This design comes from an exercise in tuning for small area on the open sky130 flow, not from production work. Function was checked by simulation only, so behaviour that the tests miss may differ from the original.

## VM
module VM ( i_product,
            i_money,
            i_buy,
            i_clk,
            i_rst_n,
            o_product,
            o_change,
            o_busy,
            o_no_change,
            o_strobe,
            o_need_more_money,
            o_future_change,
            o_empty);
Settings: LEC_CHECK=0, CAP_MARGIN=20, CORE_MARGIN=2, CORE_UTILIZATION=40, GPL_TIMING_DRIVEN=0, SLEW_MARGIN=20; clock period 12.0 ns.
standard.sh (not shown) runs the stock make flow with config.mk's settings and CLKGATE_MAP_FILE= SYNTH_SCRIPT=/design/flow/synth_recipe.tcl, a recipe that flattens the netlist after the stock synthesis.
==> flow/flow/run.sh <==
#!/bin/bash
# Own layout flow: the standard layout (standard.sh), with
#  - an area-oriented ABC script for the combinational logic (registers are mapped as in the
#    standard synthesis, before ABC runs, so they keep their names and cells),
#  - the smallest buffer on each input and output port,
#  - a clock tree without dummy loads.
# Each tool's full output is in orfs/logs/; make's output is in flow.log here.
set -euo pipefail
W=$PWD
F=$W/flow
cat > "$W/own_synth.tcl" <<EOT
proc abc {args} {
  set i [lsearch -exact \$args -script]
  if {\$i >= 0} { lset args [expr {\$i + 1}] $F/abc_area.script }
  yosys abc {*}\$args
}
source $W/synth_recipe.tcl
EOT
CTS="-sink_clustering_enable -repair_clock_nets -dont_use_dummy_load"
[[ -f $F/cts_args ]] && CTS=$(cat "$F/cts_args")
bash "$W/standard.sh" "SYNTH_SCRIPT=$W/own_synth.tcl" \
  "BUFFER_PORTS_ARGS=-buffer_cell sky130_fd_sc_hd__buf_1" \
  "CTS_ARGS=$CTS" finish > "$W/flow.log" 2>&1
==> flow/flow/abc_area.script <==
strash
&get -n
&st
&synch2
&if -K 6 -a
&mfs
&st
&synch2
&if -K 6 -a
&mfs
&st
&dch -f
&nf -R 1000
&put
topo
dnsize -c
==> flow/flow/cts_args <==
-sink_clustering_enable -repair_clock_nets -dont_use_dummy_load -buf_list sky130_fd_sc_hd__clkbuf_8 -sink_clustering_size 24 -sink_clustering_max_diameter 120
Edit:
--- a/flow/config.mk
+++ b/flow/config.mk
@@ -8,5 +8,6 @@
 export CAP_MARGIN = 20
 export CORE_MARGIN = 2
-export CORE_UTILIZATION = 40
+export CORE_UTILIZATION = 60
 export GPL_TIMING_DRIVEN = 0
+export PLACE_DENSITY = 0.75
 export SLEW_MARGIN = 20
Die area went down by 33%.
Cell count went down by about 8%.
Design area fell by about 2%.
Worst hold slack barely changes.
Register-to-register slack hardly moves.
Flip-flop and latch count stays the same.
Clock-buffer cell count is unchanged.
Edit:
==> flow/flow/run.sh (replaced) <==
#!/bin/bash
# Own layout flow: the standard layout (standard.sh), with
#  - an area-oriented ABC script for the combinational logic and no quick ABC pass inside
#    Yosys's synth (registers are mapped as in the standard synthesis, before ABC runs, so
#    they keep their names and cells),
#  - the smallest buffer on each input and output port,
#  - a clock tree without dummy loads.
# Each tool's full output is in orfs/logs/; make's output is in flow.log here.
set -euo pipefail
W=$PWD
F=$W/flow
# synth_recipe.tcl with Yosys's quick ABC pass inside synth skipped (-noabc), so that the
# full adders are extracted from the RTL's own adder structure, and ABC's final mapping run
# with the area script.
{
  cat <<EOT
proc abc {args} {
  set i [lsearch -exact \$args -script]
  if {\$i >= 0} { lset args [expr {\$i + 1}] $F/abc_area.script }
  yosys abc {*}\$args
}
EOT
  sed 's/yosys synth -nofsm -noshare /yosys synth -nofsm -noshare -noabc /' "$W/synth_recipe.tcl"
} > "$W/own_synth.tcl"
CTS="-sink_clustering_enable -repair_clock_nets -dont_use_dummy_load"
[[ -f $F/cts_args ]] && CTS=$(cat "$F/cts_args")
bash "$W/standard.sh" "SYNTH_SCRIPT=$W/own_synth.tcl" \
  "BUFFER_PORTS_ARGS=-buffer_cell sky130_fd_sc_hd__buf_1" \
  "CTS_ARGS=$CTS" finish > "$W/flow.log" 2>&1
==> flow/flow/abc_area.script (replaced) <==
strash
&get -n
&st
&synch2
&if -K 6 -a
&mfs
&st
&synch2
&if -K 6 -a
&mfs
&st
&dch -f
&nf -R 1000
&put
strash
&get -n
&st
&synch2
&if -K 6 -a
&mfs
&st
&dch -f
&nf -R 1000
&put
topo
dnsize -c
==> flow/flow/cts_args (replaced) <==
-sink_clustering_enable -repair_clock_nets -dont_use_dummy_load -buf_list sky130_fd_sc_hd__clkbuf_4 sky130_fd_sc_hd__clkbuf_8
==> flow/config.mk (replaced) <==
export PLATFORM = sky130hd
export DESIGN_NAME = VM
export DESIGN_NICKNAME = VM
export VERILOG_FILES = /design/flow/design.v
export SDC_FILE = /design/flow/constraint.sdc
export NUM_CORES = 4
export LEC_CHECK = 0
export CAP_MARGIN = 5
export CORE_MARGIN = 2
export CORE_UTILIZATION = 65
export GPL_TIMING_DRIVEN = 0
export PLACE_DENSITY = 0.8
export SLEW_MARGIN = 5
This time the run failed in 4_1_cts with STA-0564.
Synthesized cell count decreases by a few percent.
Synthesized area decreases slightly.
Edit:
--- a/flow/flow/run.sh
+++ b/flow/flow/run.sh
@@ -21,9 +21,12 @@
 }
 EOT
-  sed 's/yosys synth -nofsm -noshare /yosys synth -nofsm -noshare -noabc /' "$W/synth_recipe.tcl"
+  sed 's/yosys synth -nofsm -noshare /yosys synth -nofsm -noshare /' "$W/synth_recipe.tcl"
 } > "$W/own_synth.tcl"
 CTS="-sink_clustering_enable -repair_clock_nets -dont_use_dummy_load"
 [[ -f $F/cts_args ]] && CTS=$(cat "$F/cts_args")
+# further make variables, one per line
+EXTRA=()
+if [[ -f $F/make_args ]]; then mapfile -t EXTRA < "$F/make_args"; fi
 bash "$W/standard.sh" "SYNTH_SCRIPT=$W/own_synth.tcl" \
   "BUFFER_PORTS_ARGS=-buffer_cell sky130_fd_sc_hd__buf_1" \
-  "CTS_ARGS=$CTS" finish > "$W/flow.log" 2>&1
+  "CTS_ARGS=$CTS" "${EXTRA[@]}" finish > "$W/flow.log" 2>&1
==> flow/flow/abc_area.script (replaced) <==
strash
&get -n
&st
&synch2
&if -K 6 -a
&mfs
&st
&synch2
&if -K 6 -a
&mfs
&st
&dch -f
&nf -R 1000
&put
topo
dnsize -c
==> flow/flow/cts_args (replaced) <==
-sink_clustering_enable -repair_clock_nets -dont_use_dummy_load -buf_list sky130_fd_sc_hd__clkbuf_8 -sink_clustering_size 24 -sink_clustering_max_diameter 120
==> flow/flow/make_args (new file) <==
RECOVER_POWER=100
With this change the flow finished with capacitance limit, slew limit left; synthesized area climbs by 0.90%; synthesized cell count climbs by 5.3%.
Edit:
--- a/flow/flow/run.sh
+++ b/flow/flow/run.sh
@@ -28,4 +28,5 @@
 EXTRA=()
 if [[ -f $F/make_args ]]; then mapfile -t EXTRA < "$F/make_args"; fi
+if [[ -f $F/post_grt.tcl ]]; then EXTRA+=("POST_GLOBAL_ROUTE_TCL=$F/post_grt.tcl"); fi
 bash "$W/standard.sh" "SYNTH_SCRIPT=$W/own_synth.tcl" \
   "BUFFER_PORTS_ARGS=-buffer_cell sky130_fd_sc_hd__buf_1" \
==> flow/flow/post_grt.tcl (new file) <==
# After power recovery (which downsizes gates off the critical paths), fix any slew or
# capacitance limit it broke, then legalize and reroute the touched nets.
global_route -start_incremental
repair_design -verbose -slew_margin $::env(SLEW_MARGIN) -cap_margin $::env(CAP_MARGIN)
detailed_placement
global_route -end_incremental
estimate_parasitics -global_routing
The changed run completed without violations.
Setup slack gets better by 0.019 ns.
Maximum frequency stays flat.
Global-route usage stays the same.
Cell area climbs by about 1%.
Via count hardly moves.
Final cell count hardly moves.
Die area is unchanged.
Wire length climbs by 0.43%.
Area after synthesis is unchanged.

* * *

== run A ==
Starting RTL as in the previous note.
clock: 12.0 ns
lec_check: 0
cap_margin: 5
core_margin: 2
core_utilization: 40
gpl_timing_driven: 0
slew_margin: 5
==> flow/flow/run.sh <==
#!/bin/bash
# Own layout flow: the standard layout (standard.sh), with
#  - an area-oriented ABC script for the combinational logic (registers are mapped as in the
#    standard synthesis, before ABC runs, so they keep their names and cells),
#  - the smallest buffer on each input and output port,
#  - a clock tree without dummy loads.
# Each tool's full output is in orfs/logs/; make's output is in flow.log here.
set -euo pipefail
W=$PWD
F=$W/flow
cat > "$W/own_synth.tcl" <<EOT
proc abc {args} {
  set i [lsearch -exact \$args -script]
  if {\$i >= 0} { lset args [expr {\$i + 1}] $F/abc_area.script }
  yosys abc {*}\$args
}
source $W/synth_recipe.tcl
EOT
CTS="-sink_clustering_enable -repair_clock_nets -dont_use_dummy_load"
[[ -f $F/cts_args ]] && CTS=$(cat "$F/cts_args")
bash "$W/standard.sh" "SYNTH_SCRIPT=$W/own_synth.tcl" \
  "BUFFER_PORTS_ARGS=-buffer_cell sky130_fd_sc_hd__buf_1" \
  "CTS_ARGS=$CTS" finish > "$W/flow.log" 2>&1
==> flow/flow/abc_area.script <==
strash
&get -n
&st
&synch2
&if -K 6 -a
&mfs
&st
&synch2
&if -K 6 -a
&mfs
&st
&dch -f
&nf -R 1000
&put
topo
dnsize -c
==> flow/flow/cts_args <==
-sink_clustering_enable -repair_clock_nets -dont_use_dummy_load -buf_list sky130_fd_sc_hd__clkbuf_8 -sink_clustering_size 24 -sink_clustering_max_diameter 120
## Diff of input files: run B against run A
- an added PLACE_DENSITY of 0.8
- a change of CORE_UTILIZATION from 40 to 65
==> flow/flow/run.sh <==
#!/bin/bash
# Own layout flow: the standard layout (standard.sh) with these changes:
#  - ABC maps the combinational logic with an area-oriented script (abc_area.script);
#    registers are mapped before ABC runs, as in the standard synthesis, so they keep
#    their names and cells;
#  - each input and output port gets the smallest buffer (buf_1);
#  - the clock tree uses clkbuf_8 and no dummy loads (cts_args);
#  - after global routing, power recovery downsizes gates off the critical paths and
#    post_grt.tcl then repairs any slew or capacitance limit that broke.
# Each tool's full output is in orfs/logs/; make's output is in flow.log here.
set -euo pipefail
W=$PWD
F=$W/flow
{
  cat <<EOT
proc abc {args} {
  set i [lsearch -exact \$args -script]
  if {\$i >= 0} { lset args [expr {\$i + 1}] $F/abc_area.script }
  yosys abc {*}\$args
}
EOT
  cat "$W/synth_recipe.tcl"
} > "$W/own_synth.tcl"
CTS="-sink_clustering_enable -repair_clock_nets -dont_use_dummy_load"
[[ -f $F/cts_args ]] && CTS=$(cat "$F/cts_args")
# further make variables, one per line
EXTRA=()
if [[ -f $F/make_args ]]; then mapfile -t EXTRA < "$F/make_args"; fi
if [[ -f $F/post_grt.tcl ]]; then EXTRA+=("POST_GLOBAL_ROUTE_TCL=$F/post_grt.tcl"); fi
bash "$W/standard.sh" "SYNTH_SCRIPT=$W/own_synth.tcl" \
  "BUFFER_PORTS_ARGS=-buffer_cell sky130_fd_sc_hd__buf_1" \
  "CTS_ARGS=$CTS" "${EXTRA[@]}" finish > "$W/flow.log" 2>&1
==> flow/flow/make_args (new file) <==
RECOVER_POWER=100
==> flow/flow/post_grt.tcl (new file) <==
# After power recovery (which downsizes gates off the critical paths), fix any slew or
# capacitance limit it broke, then legalize and reroute the touched nets.
global_route -start_incremental
repair_design -verbose -slew_margin $::env(SLEW_MARGIN) -cap_margin $::env(CAP_MARGIN)
detailed_placement
global_route -end_incremental
estimate_parasitics -global_routing
[summary]
- Final critical delay including setup and external delays in run B is 0.044 ns higher than in run A
- Relative to run A, global-route usage has increased by 10 points in run B.
- Taking run A as the reference point, the via count of run B rises by 2.1%.
- Between run A and run B, the flow reports wire length decreasing by a little under 10%.
- Summary of run B over run A: die area went down 38%, post-route worst setup slack lost 0.044 ns.
[inputs] run C vs run B
==> flow/flow/run.sh <==
#!/bin/bash
# Own layout flow: the standard layout (standard.sh), with
#  - an area-oriented ABC script for the combinational logic and no quick ABC pass inside
#    Yosys's synth (registers are mapped as in the standard synthesis, before ABC runs, so
#    they keep their names and cells),
#  - the smallest buffer on each input and output port,
#  - a clock tree without dummy loads.
# Each tool's full output is in orfs/logs/; make's output is in flow.log here.
set -euo pipefail
W=$PWD
F=$W/flow
# synth_recipe.tcl with Yosys's quick ABC pass inside synth skipped (-noabc), so that the
# full adders are extracted from the RTL's own adder structure, and ABC's final mapping run
# with the area script.
{
  cat <<EOT
proc abc {args} {
  set i [lsearch -exact \$args -script]
  if {\$i >= 0} { lset args [expr {\$i + 1}] $F/abc_area.script }
  yosys abc {*}\$args
}
EOT
  sed 's/yosys synth -nofsm -noshare /yosys synth -nofsm -noshare -noabc /' "$W/synth_recipe.tcl"
} > "$W/own_synth.tcl"
CTS="-sink_clustering_enable -repair_clock_nets -dont_use_dummy_load"
[[ -f $F/cts_args ]] && CTS=$(cat "$F/cts_args")
bash "$W/standard.sh" "SYNTH_SCRIPT=$W/own_synth.tcl" \
  "BUFFER_PORTS_ARGS=-buffer_cell sky130_fd_sc_hd__buf_1" \
  "CTS_ARGS=$CTS" finish > "$W/flow.log" 2>&1
--- a/flow/flow/abc_area.script
+++ b/flow/flow/abc_area.script
@@ -14,0 +15,10 @@
+strash
+&get -n
+&st
+&synch2
+&if -K 6 -a
+&mfs
+&st
+&dch -f
+&nf -R 1000
+&put
removed: flow/flow/make_args
removed: flow/flow/post_grt.tcl
==> comparison <==
Run C completed end to end with timing, DRC and antenna clean. There was hardly any difference in worst hold margin between run B and run C. Compared to run B, run C has minimum clock period 0.18 ns higher. The final reports for run C and run B show routing usage on met2 higher in the former.
Here is what was changed in the inputs of run D compared with run C.
--- a/flow/flow/run.sh
+++ b/flow/flow/run.sh
@@ -23 +23 @@
-  sed 's/yosys synth -nofsm -noshare /yosys synth -nofsm -noshare -noabc /' "$W/synth_recipe.tcl"
+  sed 's/yosys synth -nofsm -noshare /yosys synth -nofsm -noshare /' "$W/synth_recipe.tcl"
@@ -26,0 +27,3 @@
+# further make variables, one per line
+EXTRA=()
+if [[ -f $F/make_args ]]; then mapfile -t EXTRA < "$F/make_args"; fi
@@ -29 +32 @@
-  "CTS_ARGS=$CTS" finish > "$W/flow.log" 2>&1
+  "CTS_ARGS=$CTS" "${EXTRA[@]}" finish > "$W/flow.log" 2>&1
==> flow/flow/abc_area.script <==
strash
&get -n
&st
&synch2
&if -K 6 -a
&mfs
&st
&synch2
&if -K 6 -a
&mfs
&st
&dch -f
&put
amap
topo
dnsize -c
Notes after the runs:
Compared with run C, run D shows global routing usage on met2 lower by 6.2 points. Measured against each other, run D and run C differ in area of the mapped netlist, the lower figure coming from run C. Between run C and run D, critical path depth increased. Cmp run D and run C / layout overhead on the synthesized area / higher: run C.

==> separate check: timing with driven ports <==
The results above use ideal ports. As a check the final layouts listed here were re-extracted and re-timed, cells and wires unchanged. Step 1: set_driving_cell puts a clkbuf_16 on i_clk and a buf_2 on each other input, an assumption about the parent block. Step 2 adds t to the input delays and takes it off the output delays; t is the mean of the earliest and latest rising clock arrival at the registers after step 1. Input paths then give back, and output paths get back, about the clock's delay inside the block. Slacks: ideal ports / drivers / drivers and shift; pairs: ideal ports / drivers.
run | t, ns | setup WS [ns] | worst setup path at the end | slew at the worst register clock pin (ns) | worst data-port slew with drivers (ns)
the first run of note 1 | 0.488 | 0.494 / 0.452 / 0.940 | register to output | 0.11 / 0.11 | 0.06
the second run of note 1 | 0.490 | 0.499 / 0.458 / 0.867 | input to output | 0.09 / 0.09 | 0.06
the fourth run of note 1 | 0.486 | 0.450 / 0.411 / 0.882 | input to output | 0.09 / 0.09 | 0.06
the fifth run of note 1 | 0.480 | 0.469 / 0.430 / 0.894 | input to output | 0.09 / 0.09 | 0.06
run A | 0.495 | 0.513 / 0.471 / 0.966 | register to output | 0.11 / 0.11 | 0.07
run B | 0.480 | 0.469 / 0.430 / 0.894 | input to output | 0.09 / 0.09 | 0.06
run C | 0.498 | 0.291 / 0.252 / 0.750 | register to output | 0.10 / 0.10 | 0.04
run D | 0.493 | 0.280 / 0.242 / 0.735 | register to output | 0.08 / 0.08 | 0.04
